This is an optimization exercise on Yosys and OpenROAD, whose aim is a short achievable clock period and few clock cycles per item, not a production implementation. Where RTL was checked, it was by simulation tests only, not by an equivalence proof against the original.

==> try-garnet <==
==> flow/design.v <==
`timescale 1ns/10ps
module mm_gcd (
    clock,
    reset,
    a,
    b,
    c,
    start,
    finished
);
input clock;
input reset;
input [31:0] a;
input [31:0] b;
output [31:0] c;
input start;
output finished;
reg [32:0] u;      
reg [32:0] v;      
reg [4:0] k;
reg fin;
reg fix;
wire [31:0] mag = u[32] ? {~u[31:1], 1'b1} : u[31:0];
assign finished = fin;
assign c = mag << k;
function [4:0] ctz32;
    input [31:0] x;
    integer i;
    begin
        ctz32 = 5'd0;
        for (i = 31; i >= 0; i = i - 1)
            if (x[i]) ctz32 = i;
    end
endfunction
function [5:0] ctz33;
    input [32:0] x;
    integer i;
    begin
        ctz33 = 6'd0;
        for (i = 32; i >= 0; i = i - 1)
            if (x[i]) ctz33 = i;
    end
endfunction
function [42:0] step;
    input [32:0] l;
    input [32:0] s;
    reg [34:0] le, y, z, r, need;
    reg [2:0] t;
    reg more, unit;
    integer i;
    begin
        le = {{2{l[32]}}, l};
        y = {{2{s[32]}}, s};
        if (l[1] == s[1])
            y = ~y ^ 35'd1;                 
        z = le ^ y ^ ((le | y) << 1);
        more = (z[9:2] == 8'd0);
        t = 3'd7;
        for (i = 8; i >= 2; i = i - 1)
            if (z[i]) t = i - 2;
        unit = 1'b0;
        for (i = 2; i < 10; i = i + 1) begin
            need = ((le & y) | ((le | y) & ~(35'd1 << i))) << 1;
            if (t == i - 2 && (le ^ y ^ (35'd1 << i)) == need) unit = 1'b1;
            need = ((le & y) | ((le | y) & ~(-(35'd1 << i)))) << 1;
            if (t == i - 2 && (le ^ y ^ (-(35'd1 << i))) == need) unit = 1'b1;
        end
        r = le + y;
        step = {r[34:2], t, more, unit};
    end
endfunction
wire [4:0] za = ctz32(a);
wire [4:0] zb = ctz32(b);
wire [31:0] ao = a >> za;
wire [31:0] bo = b >> zb;
wire a_zero = (a == 32'd0);
wire b_zero = (b == 32'd0);
wire a_pow2 = ((a & (a - 32'd1)) == 32'd0);
wire b_pow2 = ((b & (b - 32'd1)) == 32'd0);
wire [33:0] sum_uv = {u[32], u} + {v[32], v};
wire [33:0] dif_uv = {u[32], u} - {v[32], v};
wire gt = (sum_uv[33] == dif_uv[33]);           
wire eq = (u == v) || (u[32:1] == ~v[32:1]);   
wire [32:0] ru, rv;
wire [2:0] tu, tv;
wire mu, mv, nu, nv;
assign {ru, tu, mu, nu} = step(u, v);
assign {rv, tv, mv, nv} = step(v, u);
wire [32:0] wu = $signed(ru) >>> tu;
wire [32:0] wv = $signed(rv) >>> tv;
wire ou = nu && !mu;
wire ov = nv && !mv;
wire [5:0] zu = ctz33(u);
wire [32:0] uf = $signed(u) >>> zu;
always @(posedge clock) begin
    if (reset == 0) begin
        fin <= 1'b1;
        fix <= 1'b0;
    end
    else if (start) begin
        fix <= 1'b0;
        if (a_zero || b_zero) begin
            fin <= 1'b1;
            u <= {1'b0, a | b};
            k <= 5'd0;
        end
        else begin
            k <= (za < zb) ? za : zb;
            u <= (a_pow2 || b_pow2) ? 33'd1 : {1'b0, ao};
            v <= {1'b0, bo};
            fin <= a_pow2 || b_pow2 || (a == b);
        end
    end
    else if (!fin) begin
        if (fix) begin
            fix <= 1'b0;
            if (u == 33'd0) begin
                u <= v;
                fin <= 1'b1;
            end
            else begin
                u <= uf;
                fin <= (uf == 33'd1) || (uf == {33{1'b1}});
            end
        end
        else if (eq) begin
            fin <= 1'b1;
        end
        else if (gt) begin
            u <= wu;
            fin <= ou && !mu;
            fix <= mu;
        end
        else begin
            u <= wv;
            v <= u;
            fin <= ov && !mv;
            fix <= mv;
        end
    end
end
endmodule
==> flow/run.sh <==
#!/bin/bash
# synth_recipe.tcl (not shown) runs the flow's synth.tcl, then flattens the netlist and writes it again
# the make line also repeats each setting of config.mk as NAME=value (left out here)
make -C /OpenROAD-flow-scripts/flow DESIGN_CONFIG=/design/flow/config.mk WORK_HOME=/design/flow/orfs CLKGATE_MAP_FILE= SYNTH_SCRIPT=/design/flow/synth_recipe.tcl finish
==> flow/config.mk <==
export PLATFORM = sky130hd
export DESIGN_NAME = mm_gcd
export DESIGN_NICKNAME = mm_gcd
export VERILOG_FILES = /design/flow/design.v
export SDC_FILE = /design/flow/constraint.sdc
export NUM_CORES = 4
export LEC_CHECK = 0
export CAP_MARGIN = 20
export CORE_MARGIN = 2
export CORE_UTILIZATION = 40
export SETUP_SLACK_MARGIN = 0.3
export SLEW_MARGIN = 20
export TNS_END_PERCENT = 100
==> flow/constraint.sdc <==
create_clock -name core_clock -period 5.0 [get_ports {clock}]
set_input_delay 1.0000 -clock core_clock [delete_from_list [all_inputs] [get_ports {clock}]]
set_output_delay 1.0000 -clock core_clock [all_outputs]
set_load 0.01 [all_outputs]
==> try-amber: changes against try-garnet <==
--- a/flow/design.v
+++ b/flow/design.v
@@ -21,4 +21,5 @@
 reg fin;
 reg fix;
+reg bneg;          
 wire [31:0] mag = u[32] ? {~u[31:1], 1'b1} : u[31:0];
 assign finished = fin;
@@ -42,30 +43,45 @@
     end
 endfunction
-function [42:0] step;
+function [43:0] step;
     input [32:0] l;
     input [32:0] s;
-    reg [34:0] le, y, z, r, need;
+    input neg;
+    reg [34:0] le, se, sn, y, p, g, z, r, need;
+    reg [7:0] sel;
     reg [2:0] t;
-    reg more, unit;
+    reg more, unit, none, w1;
     integer i;
     begin
         le = {{2{l[32]}}, l};
-        y = {{2{s[32]}}, s};
-        if (l[1] == s[1])
-            y = ~y ^ 35'd1;                 
-        z = le ^ y ^ ((le | y) << 1);
+        se = {{2{s[32]}}, s};
+        sn = ~se ^ 35'd1;                           
+        y = neg ? sn : se;
+        p = le ^ y;
+        g = le & y;
+        z = p ^ ((le | y) << 1);
         more = (z[9:2] == 8'd0);
-        t = 3'd7;
-        for (i = 8; i >= 2; i = i - 1)
-            if (z[i]) t = i - 2;
+        none = 1'b1;
+        for (i = 0; i < 7; i = i + 1) begin
+            sel[i] = z[i+2] & none;
+            none = none & ~z[i+2];
+        end
+        sel[7] = none;
+        t = {sel[4] | sel[5] | sel[6] | sel[7], sel[2] | sel[3] | sel[6] | sel[7],
+             sel[1] | sel[3] | sel[5] | sel[7]};
         unit = 1'b0;
+        w1 = 1'b0;
         for (i = 2; i < 10; i = i + 1) begin
             need = ((le & y) | ((le | y) & ~(35'd1 << i))) << 1;
-            if (t == i - 2 && (le ^ y ^ (35'd1 << i)) == need) unit = 1'b1;
+            unit = unit | (sel[i-2] & ((p ^ (35'd1 << i)) == need));
             need = ((le & y) | ((le | y) & ~(-(35'd1 << i)))) << 1;
-            if (t == i - 2 && (le ^ y ^ (-(35'd1 << i))) == need) unit = 1'b1;
+            unit = unit | (sel[i-2] & ((p ^ (-(35'd1 << i))) == need));
+            need = ((le & y) | ((le | y) & ~(se << i))) << 1;
+            unit = unit | (sel[i-2] & ((p ^ (se << i)) == need));
+            need = ((le & y) | ((le | y) & ~(sn << i))) << 1;
+            unit = unit | (sel[i-2] & ((p ^ (sn << i)) == need));
+            w1 = w1 | (sel[i-2] & (p[i+1] ^ g[i]));
         end
         r = le + y;
-        step = {r[34:2], t, more, unit};
+        step = {r[34:2], t, more, unit, w1};
     end
 endfunction
@@ -84,13 +100,16 @@
 wire [32:0] ru, rv;
 wire [2:0] tu, tv;
-wire mu, mv, nu, nv;
-assign {ru, tu, mu, nu} = step(u, v);
-assign {rv, tv, mv, nv} = step(v, u);
-wire [32:0] wu = $signed(ru) >>> tu;
-wire [32:0] wv = $signed(rv) >>> tv;
+wire mu, mv, nu, nv, w1u, w1v;
+assign {ru, tu, mu, nu, w1u} = step(u, v, bneg);
+assign {rv, tv, mv, nv, w1v} = step(v, u, bneg);
+wire [39:0] wux = {{7{ru[32]}}, ru} >> tu;      
+wire [32:0] wu = wux[32:0];
+wire [39:0] wvx = {{7{rv[32]}}, rv} >> tv;
+wire [32:0] wv = wvx[32:0];
 wire ou = nu && !mu;
 wire ov = nv && !mv;
 wire [5:0] zu = ctz33(u);
-wire [32:0] uf = $signed(u) >>> zu;
+wire [65:0] ufx = {{33{u[32]}}, u} >> zu;
+wire [32:0] uf = ufx[32:0];                    
 always @(posedge clock) begin
     if (reset == 0) begin
@@ -110,4 +129,5 @@
             v <= {1'b0, bo};
             fin <= a_pow2 || b_pow2 || (a == b);
+            bneg <= (ao[1] == bo[1]);
         end
     end
@@ -122,4 +142,5 @@
                 u <= uf;
                 fin <= (uf == 33'd1) || (uf == {33{1'b1}});
+                bneg <= (uf[1] == v[1]);
             end
         end
@@ -131,4 +152,5 @@
             fin <= ou && !mu;
             fix <= mu;
+            bneg <= (w1u == v[1]);
         end
         else begin
@@ -137,4 +159,5 @@
             fin <= ov && !mv;
             fix <= mv;
+            bneg <= (w1v == u[1]);
         end
     end
- CORE_UTILIZATION: 40 -> 35
- GPL_TIMING_DRIVEN: unset -> 1
- SETUP_SLACK_MARGIN: 0.3 -> 0.6
==> try-cedar: changes against try-garnet <==
--- a/flow/design.v
+++ b/flow/design.v
@@ -21,4 +21,6 @@
 reg fin;
 reg fix;
+reg [4:0] qu;      
+reg [4:0] qv;      
 wire [31:0] mag = u[32] ? {~u[31:1], 1'b1} : u[31:0];
 assign finished = fin;
@@ -42,30 +44,110 @@
     end
 endfunction
-function [42:0] step;
+function [4:0] qtab;
+    input [2:0] l;
+    input [2:0] s;
+    begin
+        case ({l, s})
+            6'o00: qtab = 5'b00011;
+            6'o01: qtab = 5'b01000;
+            6'o02: qtab = 5'b10000;
+            6'o03: qtab = 5'b00110;
+            6'o04: qtab = 5'b00101;
+            6'o05: qtab = 5'b10011;
+            6'o06: qtab = 5'b01011;
+            6'o07: qtab = 5'b00000;
+            6'o10: qtab = 5'b10011;
+            6'o11: qtab = 5'b00011;
+            6'o12: qtab = 5'b00110;
+            6'o13: qtab = 5'b01011;
+            6'o14: qtab = 5'b01000;
+            6'o15: qtab = 5'b00101;
+            6'o16: qtab = 5'b00000;
+            6'o17: qtab = 5'b10000;
+            6'o20: qtab = 5'b01011;
+            6'o21: qtab = 5'b00110;
+            6'o22: qtab = 5'b00011;
+            6'o23: qtab = 5'b10011;
+            6'o24: qtab = 5'b10000;
+            6'o25: qtab = 5'b00000;
+            6'o26: qtab = 5'b00101;
+            6'o27: qtab = 5'b01000;
+            6'o30: qtab = 5'b00110;
+            6'o31: qtab = 5'b10000;
+            6'o32: qtab = 5'b01000;
+            6'o33: qtab = 5'b00011;
+            6'o34: qtab = 5'b00000;
+            6'o35: qtab = 5'b01011;
+            6'o36: qtab = 5'b10011;
+            6'o37: qtab = 5'b00101;
+            6'o40: qtab = 5'b00101;
+            6'o41: qtab = 5'b10011;
+            6'o42: qtab = 5'b01011;
+            6'o43: qtab = 5'b00000;
+            6'o44: qtab = 5'b00011;
+            6'o45: qtab = 5'b01000;
+            6'o46: qtab = 5'b10000;
+            6'o47: qtab = 5'b00110;
+            6'o50: qtab = 5'b01000;
+            6'o51: qtab = 5'b00101;
+            6'o52: qtab = 5'b00000;
+            6'o53: qtab = 5'b10000;
+            6'o54: qtab = 5'b10011;
+            6'o55: qtab = 5'b00011;
+            6'o56: qtab = 5'b00110;
+            6'o57: qtab = 5'b01011;
+            6'o60: qtab = 5'b10000;
+            6'o61: qtab = 5'b00000;
+            6'o62: qtab = 5'b00101;
+            6'o63: qtab = 5'b01000;
+            6'o64: qtab = 5'b01011;
+            6'o65: qtab = 5'b00110;
+            6'o66: qtab = 5'b00011;
+            6'o67: qtab = 5'b10011;
+            6'o70: qtab = 5'b00000;
+            6'o71: qtab = 5'b01011;
+            6'o72: qtab = 5'b10011;
+            6'o73: qtab = 5'b00101;
+            6'o74: qtab = 5'b00110;
+            6'o75: qtab = 5'b10000;
+            6'o76: qtab = 5'b01000;
+            6'o77: qtab = 5'b00011;
+        endcase
+    end
+endfunction
+function [72:0] step;
     input [32:0] l;
     input [32:0] s;
-    reg [34:0] le, y, z, r, need;
+    input [4:0] q;
+    reg [35:0] le, se, sn, sp, x, y, ps, cs, p, g, z;
     reg [2:0] t;
-    reg more, unit;
+    reg [2:0] lo;
+    reg c4, more;
     integer i;
     begin
-        le = {{2{l[32]}}, l};
-        y = {{2{s[32]}}, s};
-        if (l[1] == s[1])
-            y = ~y ^ 35'd1;                 
-        z = le ^ y ^ ((le | y) << 1);
-        more = (z[9:2] == 8'd0);
+        le = {{3{l[32]}}, l};
+        se = {{3{s[32]}}, s};
+        sn = ~se ^ 36'd1;                   
+        sp = q[1] ? sn : se;
+        x = ({36{q[4]}} & (sp << 1)) | ({36{q[3]}} & (sp << 2)) | ({36{q[2]}} & (sp << 3));
+        y = q[0] ? sn : se;
+        ps = le ^ x ^ y;
+        cs = ((le & x) | (le & y) | (x & y)) << 1;
+        p = ps ^ cs;
+        g = ps & cs;
+        z = p ^ ((ps | cs) << 1);
+        c4 = (ps[3:0] != 4'd0) || (cs[3:0] != 4'd0);
+        more = (z[11:4] == 8'd0);
         t = 3'd7;
-        for (i = 8; i >= 2; i = i - 1)
-            if (z[i]) t = i - 2;
-        unit = 1'b0;
-        for (i = 2; i < 10; i = i + 1) begin
-            need = ((le & y) | ((le | y) & ~(35'd1 << i))) << 1;
-            if (t == i - 2 && (le ^ y ^ (35'd1 << i)) == need) unit = 1'b1;
-            need = ((le & y) | ((le | y) & ~(-(35'd1 << i)))) << 1;
-            if (t == i - 2 && (le ^ y ^ (-(35'd1 << i))) == need) unit = 1'b1;
-        end
-        r = le + y;
-        step = {r[34:2], t, more, unit};
+        for (i = 10; i >= 4; i = i - 1)
+            if (z[i]) t = i - 4;
+        lo = 3'd0;
+        for (i = 4; i <= 11; i = i + 1) begin
+            if (t == i - 4)
+                lo = {p[i+3] ^ (g[i+2] | (p[i+2] & g[i+1]) | (p[i+2] & p[i+1] & g[i])),
+                      p[i+2] ^ (g[i+1] | (p[i+1] & g[i])),
+                      p[i+1] ^ g[i]};
+        end
+        step = {ps[35:4], cs[35:4], c4, t, more, lo};
     end
 endfunction
@@ -82,13 +164,26 @@
 wire gt = (sum_uv[33] == dif_uv[33]);           
 wire eq = (u == v) || (u[32:1] == ~v[32:1]);   
-wire [32:0] ru, rv;
-wire [2:0] tu, tv;
-wire mu, mv, nu, nv;
-assign {ru, tu, mu, nu} = step(u, v);
-assign {rv, tv, mv, nv} = step(v, u);
-wire [32:0] wu = $signed(ru) >>> tu;
-wire [32:0] wv = $signed(rv) >>> tv;
-wire ou = nu && !mu;
-wire ov = nv && !mv;
+wire [31:0] psu, csu, psv, csv;
+wire c4u, c4v, mu, mv;
+wire [2:0] tu, tv, lu, lv;
+assign {psu, csu, c4u, tu, mu, lu} = step(u, v, qu);
+assign {psv, csv, c4v, tv, mv, lv} = step(v, u, qv);
+wire [32:0] sumu = ({psu, 1'b1} + {csu, c4u});    
+wire [32:0] sumv = ({psv, 1'b1} + {csv, c4v});
+wire [31:0] ru = sumu[32:1];                      
+wire [31:0] rv = sumv[32:1];
+wire [32:0] wu = {{8{ru[31]}}, ru} >> tu;          
+wire [32:0] wv = {{8{rv[31]}}, rv} >> tv;
+function is_unit;
+    input [31:0] r;
+    input [2:0] t;
+    reg [31:0] above;
+    begin
+        above = ~(32'd1 << t) & ~((32'd1 << t) - 32'd1);
+        is_unit = ((r & above) == 32'd0) || ((~r & above) == 32'd0);
+    end
+endfunction
+wire ou = is_unit(ru, tu);
+wire ov = is_unit(rv, tv);
 wire [5:0] zu = ctz33(u);
 wire [32:0] uf = $signed(u) >>> zu;
@@ -110,4 +205,6 @@
             v <= {1'b0, bo};
             fin <= a_pow2 || b_pow2 || (a == b);
+            qu <= qtab(ao[3:1], bo[3:1]);
+            qv <= qtab(bo[3:1], ao[3:1]);
         end
     end
@@ -122,4 +219,6 @@
                 u <= uf;
                 fin <= (uf == 33'd1) || (uf == {33{1'b1}});
+                qu <= qtab(uf[3:1], v[3:1]);
+                qv <= qtab(v[3:1], uf[3:1]);
             end
         end
@@ -131,4 +230,6 @@
             fin <= ou && !mu;
             fix <= mu;
+            qu <= qtab(lu, v[3:1]);
+            qv <= qtab(v[3:1], lu);
         end
         else begin
@@ -137,4 +238,6 @@
             fin <= ov && !mv;
             fix <= mv;
+            qu <= qtab(lv, u[3:1]);
+            qv <= qtab(u[3:1], lv);
         end
     end
==> impl_metrics.yaml <==
outcome:
  status: "timing/DRC/antenna clean"
synthesis:
  synth_area_um2: 25400
  synthAdderAreaFrac: 0.163
sta:
  finalSetupViolations: 0
  slew_headroom: 0.295
That was try-garnet.
==> impl_metrics.yaml <==
sta:
  layout_setup_ws_ps: -748
  finalSetupViolations: 42
  slew_headroom: 0.255
outcome:
  status: "complete, but fails checks"
  so.violations: "setup timing"
synthesis:
  yosys.area_share.xor_xnor: 0.0793
  synth_area_um2: 31600
global_routing:
  grt-busiest-layer: "met2"
That was try-cedar.
==> impl_metrics.yaml <==
synthesis:
  synth_area_um2: 52000
sta:
  finalSetupViolations: 0
  slew_headroom: 0.325
cells_and_area:
  nNonClkBuffers: 1224
setup_path:
  worstSetupStartpoint: "bneg"
  worst_path_largest_cell_delay_ps: 520
die:
  nWellTaps: 1930
outcome:
  status: "timing/DRC/antenna clean"
That was try-amber.
Testbench counts of try-amber, summed over its fixed seeds: cycles 27,934, items 2,400.
Function not checked in try-garnet and try-cedar: the RTL went through the layout flow alone.

port drivers added, routing unchanged:
The flow's constraints put no driver on any port. The routed layouts listed below were extracted and timed again, unchanged, in two steps. Step 1, drivers: a clkbuf_16 drives clock and a buf_2 each remaining input, both assumed. Step 2, shift: input delay + t, output delay - t, t = (earliest + latest rising clock arrival at the registers) / 2. This alone moves slack from input paths to output paths. Three values: ideal, step 1, step 2; two values: the first two.
| run | t (ns) | setup WS [ns] | worst hold slack (ns) | worst setup path after step 2 | cell pins on the clock port's net |
|---|---|---|---|---|---|
| try-garnet | 0.406 | 0.129 / 0.129 / 0.033 | 0.680 / 0.680 / 0.680 | input to register | 1 |
| try-amber | 0.412 | 0.290 / 0.290 / 0.233 | 0.665 / 0.665 / 0.665 | input to register | 1 |
| try-cedar | 0.443 | -0.748 / -0.748 / -0.748 | 0.930 / 0.930 / 0.930 | register to register | 1 |
For try-garnet, which loses most, drivers alone change the setup slack by 0.000 ns; drivers and shift together by -0.096 ns.
